This design comes from an exercise in tuning for small area and a short achievable clock period on the open sky130 flow, not from production work. At most, simulation tests tie the RTL to the original design; equivalence was not proved.

==> branch xenon: inputs <==
// bf16_mac_tree
module bf16_mac_tree (
    input clk,
    input reset,
    input [15:0] in0, in1, in2, in3,
    input [15:0] in4, in5, in6, in7,
    input [15:0] in8, in9, in10, in11,
    input [15:0] in12, in13, in14, in15,
    output [15:0] out
);
    wire [15:0] prod [0:7];
    reg  [15:0] prod_r [0:7];
    wire [15:0] sum [0:5];
    reg  [15:0] s4_r, s5_r;
    multiplier_bf16 m0 (.A(in0),  .B(in1),  .P(prod[0]));
    multiplier_bf16 m1 (.A(in2),  .B(in3),  .P(prod[1]));
    multiplier_bf16 m2 (.A(in4),  .B(in5),  .P(prod[2]));
    multiplier_bf16 m3 (.A(in6),  .B(in7),  .P(prod[3]));
    multiplier_bf16 m4 (.A(in8),  .B(in9),  .P(prod[4]));
    multiplier_bf16 m5 (.A(in10), .B(in11), .P(prod[5]));
    multiplier_bf16 m6 (.A(in12), .B(in13), .P(prod[6]));
    multiplier_bf16 m7 (.A(in14), .B(in15), .P(prod[7]));
    reg live;
    always @(posedge clk) begin
        prod_r[0] <= prod[0]; prod_r[1] <= prod[1];
        prod_r[2] <= prod[2]; prod_r[3] <= prod[3];
        prod_r[4] <= prod[4]; prod_r[5] <= prod[5];
        prod_r[6] <= prod[6]; prod_r[7] <= prod[7];
    end
    always @(posedge clk or posedge reset) begin
        if (reset) live <= 1'b0;
        else       live <= 1'b1;
    end
    adder_bf16 a0 (.A(prod_r[0]), .B(prod_r[1]), .S(sum[0]));
    adder_bf16 a1 (.A(prod_r[2]), .B(prod_r[3]), .S(sum[1]));
    adder_bf16 a2 (.A(prod_r[4]), .B(prod_r[5]), .S(sum[2]));
    adder_bf16 a3 (.A(prod_r[6]), .B(prod_r[7]), .S(sum[3]));
    adder_bf16 a4 (.A(sum[0]), .B(sum[1]), .S(sum[4]));
    adder_bf16 a5 (.A(sum[2]), .B(sum[3]), .S(sum[5]));
    always @(posedge clk or posedge reset) begin
        if (reset) begin
            s4_r <= 16'b0;
            s5_r <= 16'b0;
        end else begin
            s4_r <= live ? sum[4] : 16'b0;
            s5_r <= live ? sum[5] : 16'b0;
        end
    end
    adder_bf16 a6 (.A(s4_r), .B(s5_r), .S(out));
endmodule
==> module adder_bf16, before the edit <==
module adder_bf16 (
    input  [15:0] A,
    input  [15:0] B,
    output [15:0] S
);
    wire       sa = A[15];
    wire       sb = B[15];
    wire [7:0] ea = A[14:7];
    wire [7:0] eb = B[14:7];
    wire ma  = &ea;
    wire mb  = &eb;
    wire nfa = |A[6:0];
    wire nfb = |B[6:0];
    wire na  = ma & nfa;
    wire nb  = mb & nfb;
    wire ia  = ma & ~nfa;
    wire ib  = mb & ~nfb;
    wire nan_out = na | nb | (ia & ib & (sa ^ sb));
    wire inf_out = ia | ib;
    wire sinf    = ia ? sa : sb;
    wire [7:0] t;
    wire [8:0] tc;
    assign tc[0] = 1'b0;
    genvar i;
    generate
        for (i = 0; i < 8; i = i + 1) begin : td
            assign t[i]    = ea[i] ^ ~eb[i] ^ tc[i];
            assign tc[i+1] = (ea[i] & ~eb[i]) | (ea[i] & tc[i]) | (~eb[i] & tc[i]);
        end
    endgenerate
    wire ce = tc[8];
    wire ee = &t;                       
    wire [7:0] fc;
    assign fc[0] = 1'b1;
    generate
        for (i = 0; i < 7; i = i + 1) begin : fcmp
            assign fc[i+1] = (A[i] & ~B[i]) | (A[i] & fc[i]) | (~B[i] & fc[i]);
        end
    endgenerate
    wire agb = ce | (ee & fc[7]);       
    wire [6:0] fbig = agb ? A[6:0] : B[6:0];
    wire [6:0] fsml = agb ? B[6:0] : A[6:0];
    wire       hsml = agb ? |eb : |ea;
    wire       sbig = agb ? sa : sb;
    wire [7:0] eg   = ce ? ea : eb;
    wire [9:0] xb = {|eg, fbig, 2'b00};
    wire [9:0] xs = {hsml, fsml, 2'b00};
    wire [9:0] xp = ce ? {1'b0, xs[9:1]} : xs;
    wire [7:0] sh = t ^ {8{~ce}};
    wire [9:0] ys = (|sh[7:4]) ? 10'd0 : (xp >> sh[3:0]);
    wire       op = sa ^ sb;
    wire [9:0] yo = ys ^ {10{op}};
    wire [10:0] sc;
    wire [10:0] sum;
    assign sc[0] = op;
    generate
        for (i = 0; i < 10; i = i + 1) begin : ad
            assign sum[i]  = xb[i] ^ yo[i] ^ sc[i];
            assign sc[i+1] = (xb[i] & yo[i]) | (xb[i] & sc[i]) | (yo[i] & sc[i]);
        end
    endgenerate
    assign sum[10] = sc[10] & ~op;
    wire        z8 = ~|sum[10:3];
    wire [10:0] v1 = z8 ? {sum[2:0], 8'b0} : sum;
    wire        z4 = ~|v1[10:7];
    wire [10:0] v2 = z4 ? {v1[6:0], 4'b0} : v1;
    wire        z2 = ~|v2[10:9];
    wire [10:0] v3 = z2 ? {v2[8:0], 2'b0} : v2;
    wire        z1 = ~v3[10];
    wire [10:0] v4 = z1 ? {v3[9:0], 1'b0} : v3;
    wire [3:0]  lz = {z8, z4, z2, z1};
    wire [8:0] ic;
    wire [7:0] eg1;
    assign ic[0] = 1'b1;
    generate
        for (i = 0; i < 8; i = i + 1) begin : inc
            assign eg1[i]  = eg[i] ^ ic[i];
            assign ic[i+1] = eg[i] & ic[i];
        end
    endgenerate
    wire [3:0] hm;                      
    wire [4:0] hb;
    assign hb[0] = 1'b1;
    generate
        for (i = 0; i < 4; i = i + 1) begin : dec
            assign hm[i]   = eg1[4+i] ^ hb[i];
            assign hb[i+1] = ~eg1[4+i] & hb[i];
        end
    endgenerate
    wire [3:0] lo;                      
    wire [4:0] lb;
    assign lb[0] = 1'b0;
    generate
        for (i = 0; i < 4; i = i + 1) begin : sub
            assign lo[i]   = eg1[i] ^ lz[i] ^ lb[i];
            assign lb[i+1] = (~eg1[i] & lz[i]) | (~eg1[i] & lb[i]) | (lz[i] & lb[i]);
        end
    endgenerate
    wire [7:0] ex = {lb[4] ? hm : eg1[7:4], lo};
    wire zero = ~v4[10];                           
    wire uf   = ~|eg[7:4] & (lz > eg[3:0]);        
    wire of   = sum[10] & (eg == 8'hFE);           
    assign S = nan_out ? 16'h7F81 :
               inf_out ? {sinf, 8'hFF, 7'b0} :
               zero    ? {sa & sb, 15'b0} :
               uf      ? {sbig, 15'b0} :
               of      ? {sbig, 8'hFF, 7'b0} :
                         {sbig, ex, v4[9:3]};
endmodule
Settings: LEC_CHECK=0, CAP_MARGIN=20, CORE_MARGIN=2, CORE_UTILIZATION=40, SLEW_MARGIN=20; clock period 46.0 ns.
standard.sh (not shown) runs the stock make flow with config.mk's settings and CLKGATE_MAP_FILE= SYNTH_SCRIPT=/design/flow/synth_recipe.tcl, a recipe that flattens the netlist after the stock synthesis.
==> flow/flow/run.sh <==
#!/bin/bash
# Own layout flow: the standard flow with three changes.
#  - Synthesis keeps the module hierarchy until the final flatten (SYNTH_HIERARCHICAL=1),
#    maps with the ABC script flow/area.abc, and extracts full-adder
#    cells only inside multiplier_bf16 (no half adders, no adder cells elsewhere).
#  - Port buffers are sky130_fd_sc_hd__buf_1.
# Each step's full output goes to its own log in this folder.
set -euo pipefail
W=$(pwd)
F=$W/flow
cat > $W/my_synth.tcl <<EOT
proc abc {args} {
  set i [lsearch -exact \$args -script]
  if {\$i >= 0} { set args [lreplace \$args [expr {\$i+1}] [expr {\$i+1}] $F/area.abc] }
  yosys abc {*}\$args
}
proc extract_fa {args} { yosys extract_fa -fa multiplier_bf16 }
source $W/synth_recipe.tcl
EOT
bash standard.sh SYNTH_SCRIPT=$W/my_synth.tcl SYNTH_HIERARCHICAL=1 synth > $W/synth.log 2>&1
bash standard.sh "BUFFER_PORTS_ARGS=-buffer_cell sky130_fd_sc_hd__buf_1" > $W/layout.log 2>&1
==> flow/flow/area.abc <==
strash
dc2
dch
map -D 7000
topo
buffer -c
dnsize -c
==> inputs of branch umber, as changes to branch xenon <==
--- a/flow/design.v
+++ b/flow/design.v
@@ -230,33 +230,16 @@
     wire [3:0]  lz = {z8, z4, z2, z1};
-    wire [8:0] ic;
-    wire [7:0] eg1;
-    assign ic[0] = 1'b1;
+    wire [8:0] u = 9'd1 - {5'b0, lz};
+    wire [8:0] ex;
+    wire [9:0] xc;
+    assign xc[0] = 1'b0;
     generate
-        for (i = 0; i < 8; i = i + 1) begin : inc
-            assign eg1[i]  = eg[i] ^ ic[i];
-            assign ic[i+1] = eg[i] & ic[i];
+        for (i = 0; i < 9; i = i + 1) begin : xa
+            wire g = (i < 8) ? eg[i] : 1'b0;
+            assign ex[i]   = g ^ u[i] ^ xc[i];
+            assign xc[i+1] = (g & u[i]) | (g & xc[i]) | (u[i] & xc[i]);
         end
     endgenerate
-    wire [3:0] hm;                      
-    wire [4:0] hb;
-    assign hb[0] = 1'b1;
-    generate
-        for (i = 0; i < 4; i = i + 1) begin : dec
-            assign hm[i]   = eg1[4+i] ^ hb[i];
-            assign hb[i+1] = ~eg1[4+i] & hb[i];
-        end
-    endgenerate
-    wire [3:0] lo;                      
-    wire [4:0] lb;
-    assign lb[0] = 1'b0;
-    generate
-        for (i = 0; i < 4; i = i + 1) begin : sub
-            assign lo[i]   = eg1[i] ^ lz[i] ^ lb[i];
-            assign lb[i+1] = (~eg1[i] & lz[i]) | (~eg1[i] & lb[i]) | (lz[i] & lb[i]);
-        end
-    endgenerate
-    wire [7:0] ex = {lb[4] ? hm : eg1[7:4], lo};
-    wire zero = ~v4[10];                           
-    wire uf   = ~|eg[7:4] & (lz > eg[3:0]);        
-    wire of   = sum[10] & (eg == 8'hFE);           
+    wire zero = ~|sum;
+    wire uf   = ex[8] | ~|ex[7:0];
+    wire of   = &ex[7:0];
     assign S = nan_out ? 16'h7F81 :
@@ -266,3 +249,3 @@
                of      ? {sbig, 8'hFF, 7'b0} :
-                         {sbig, ex, v4[9:3]};
+                         {sbig, ex[7:0], v4[9:3]};
 endmodule
==> flow/flow/area.abc (replaced) <==
strash
dc2
dch
map -D 4000
==> inputs of branch zinc, as changes to branch xenon <==
--- a/flow/design.v
+++ b/flow/design.v
@@ -179,32 +179,28 @@
     wire sinf    = ia ? sa : sb;
-    wire [7:0] t;
-    wire [8:0] tc;
-    assign tc[0] = 1'b0;
+    wire [15:0] gc;
+    assign gc[0] = 1'b1;
     genvar i;
     generate
-        for (i = 0; i < 8; i = i + 1) begin : td
-            assign t[i]    = ea[i] ^ ~eb[i] ^ tc[i];
-            assign tc[i+1] = (ea[i] & ~eb[i]) | (ea[i] & tc[i]) | (~eb[i] & tc[i]);
+        for (i = 0; i < 15; i = i + 1) begin : cmp
+            assign gc[i+1] = (A[i] & ~B[i]) | (A[i] & gc[i]) | (~B[i] & gc[i]);
         end
     endgenerate
-    wire ce = tc[8];
-    wire ee = &t;                       
-    wire [7:0] fc;
-    assign fc[0] = 1'b1;
-    generate
-        for (i = 0; i < 7; i = i + 1) begin : fcmp
-            assign fc[i+1] = (A[i] & ~B[i]) | (A[i] & fc[i]) | (~B[i] & fc[i]);
-        end
-    endgenerate
-    wire agb = ce | (ee & fc[7]);       
-    wire [6:0] fbig = agb ? A[6:0] : B[6:0];
-    wire [6:0] fsml = agb ? B[6:0] : A[6:0];
-    wire       hsml = agb ? |eb : |ea;
-    wire       sbig = agb ? sa : sb;
-    wire [7:0] eg   = ce ? ea : eb;
-    wire [9:0] xb = {|eg, fbig, 2'b00};
-    wire [9:0] xs = {hsml, fsml, 2'b00};
-    wire [9:0] xp = ce ? {1'b0, xs[9:1]} : xs;
-    wire [7:0] sh = t ^ {8{~ce}};
-    wire [9:0] ys = (|sh[7:4]) ? 10'd0 : (xp >> sh[3:0]);
+    wire agb = gc[15];
+    wire [14:0] big  = agb ? A[14:0] : B[14:0];
+    wire [14:0] sml  = agb ? B[14:0] : A[14:0];
+    wire        sbig = agb ? sa : sb;
+    wire [7:0]  eg   = big[14:7];
+    wire [7:0]  es   = sml[14:7];
+    wire [7:0] d;
+    wire [8:0] dc;
+    assign dc[0] = 1'b1;
+    generate
+        for (i = 0; i < 8; i = i + 1) begin : ds
+            assign d[i]    = eg[i] ^ ~es[i] ^ dc[i];
+            assign dc[i+1] = (eg[i] & ~es[i]) | (eg[i] & dc[i]) | (~es[i] & dc[i]);
+        end
+    endgenerate
+    wire [9:0] xs = {|es, sml[6:0], 2'b00};
+    wire [9:0] xb = {|eg, big[6:0], 2'b00};
+    wire [9:0] ys = (|d[7:4]) ? 10'd0 : (xs >> d[3:0]);
     wire       op = sa ^ sb;
@@ -230,33 +226,16 @@
     wire [3:0]  lz = {z8, z4, z2, z1};
-    wire [8:0] ic;
-    wire [7:0] eg1;
-    assign ic[0] = 1'b1;
-    generate
-        for (i = 0; i < 8; i = i + 1) begin : inc
-            assign eg1[i]  = eg[i] ^ ic[i];
-            assign ic[i+1] = eg[i] & ic[i];
-        end
-    endgenerate
-    wire [3:0] hm;                      
-    wire [4:0] hb;
-    assign hb[0] = 1'b1;
-    generate
-        for (i = 0; i < 4; i = i + 1) begin : dec
-            assign hm[i]   = eg1[4+i] ^ hb[i];
-            assign hb[i+1] = ~eg1[4+i] & hb[i];
-        end
-    endgenerate
-    wire [3:0] lo;                      
-    wire [4:0] lb;
-    assign lb[0] = 1'b0;
-    generate
-        for (i = 0; i < 4; i = i + 1) begin : sub
-            assign lo[i]   = eg1[i] ^ lz[i] ^ lb[i];
-            assign lb[i+1] = (~eg1[i] & lz[i]) | (~eg1[i] & lb[i]) | (lz[i] & lb[i]);
+    wire [8:0] u = 9'd1 - {5'b0, lz};
+    wire [8:0] ex;
+    wire [9:0] xc;
+    assign xc[0] = 1'b0;
+    generate
+        for (i = 0; i < 9; i = i + 1) begin : xa
+            wire g = (i < 8) ? eg[i] : 1'b0;
+            assign ex[i]   = g ^ u[i] ^ xc[i];
+            assign xc[i+1] = (g & u[i]) | (g & xc[i]) | (u[i] & xc[i]);
         end
     endgenerate
-    wire [7:0] ex = {lb[4] ? hm : eg1[7:4], lo};
-    wire zero = ~v4[10];                           
-    wire uf   = ~|eg[7:4] & (lz > eg[3:0]);        
-    wire of   = sum[10] & (eg == 8'hFE);           
+    wire zero = ~|sum;
+    wire uf   = ex[8] | ~|ex[7:0];
+    wire of   = &ex[7:0];
     assign S = nan_out ? 16'h7F81 :
@@ -266,3 +245,3 @@
                of      ? {sbig, 8'hFF, 7'b0} :
-                         {sbig, ex, v4[9:3]};
+                         {sbig, ex[7:0], v4[9:3]};
 endmodule
==> flow/flow/run.sh (replaced) <==
#!/bin/bash
# Own layout flow: the standard flow, with an area-oriented ABC mapping and no
# full- or half-adder extraction in the otherwise standard synthesis.
set -euo pipefail
W=$(pwd)
F=$W/flow
cat > $W/my_synth.tcl <<EOT
proc abc {args} {
  set i [lsearch -exact \$args -script]
  if {\$i >= 0} { set args [lreplace \$args [expr {\$i+1}] [expr {\$i+1}] $F/area.abc] }
  yosys abc {*}\$args
}
proc extract_fa {args} { }
source $W/synth_recipe.tcl
EOT
bash standard.sh SYNTH_SCRIPT=$W/my_synth.tcl synth > $W/synth.log 2>&1
bash standard.sh > $W/layout.log 2>&1
==> flow/flow/area.abc (replaced) <==
strash
dch
map -a
==> summary of the runs <==
Between branch zinc and branch umber, the lower maximum frequency is in branch zinc (gap about 20%, measured against branch umber).
Against branch xenon, the clock-buffer cell count of branch zinc is lower by 3.
Global-route usage: branch xenon < branch umber < branch zinc.
The highest synthesized cell count belongs to branch zinc, the lowest to branch xenon.
Hold slack: branch zinc is worse than branch xenon (0.13 ns).
Between branch zinc and branch umber, the lower die area is in branch zinc (gap 3.8%, measured against branch umber).
Of branch umber and branch zinc, branch umber has the higher synthesized area (gap 4.0%, measured against branch zinc).
Only the layout flow was run in branch umber and branch zinc; the RTL was not checked for function there.

## separate check: timing with driven ports
No port has a modelled driver above. Below, the same layouts with a new extraction and two added sets of constraints. Step 1: set_driving_cell puts a clkbuf_16 on clk and a buf_2 on each other input, an assumption about the parent block. Step 2 also shifts input and output timing later by t, the mid clock arrival at the registers, as if the neighbouring blocks saw the same clock. a / b / c = no drivers / after step 1 / after step 2; a / b = the first two.
run	t (ns)	setup WS [ns]	worst setup path after step 2	worst register clock-pin slew, ns
branch xenon	0.563	26.959 / 26.893 / 27.456	register to output	0.07 / 0.07
branch umber	0.559	27.003 / 26.931 / 27.490	register to output	0.09 / 0.09
branch zinc	0.547	21.947 / 21.947 / 21.947	register to register	0.07 / 0.07
After both steps every run listed still meets setup and hold.
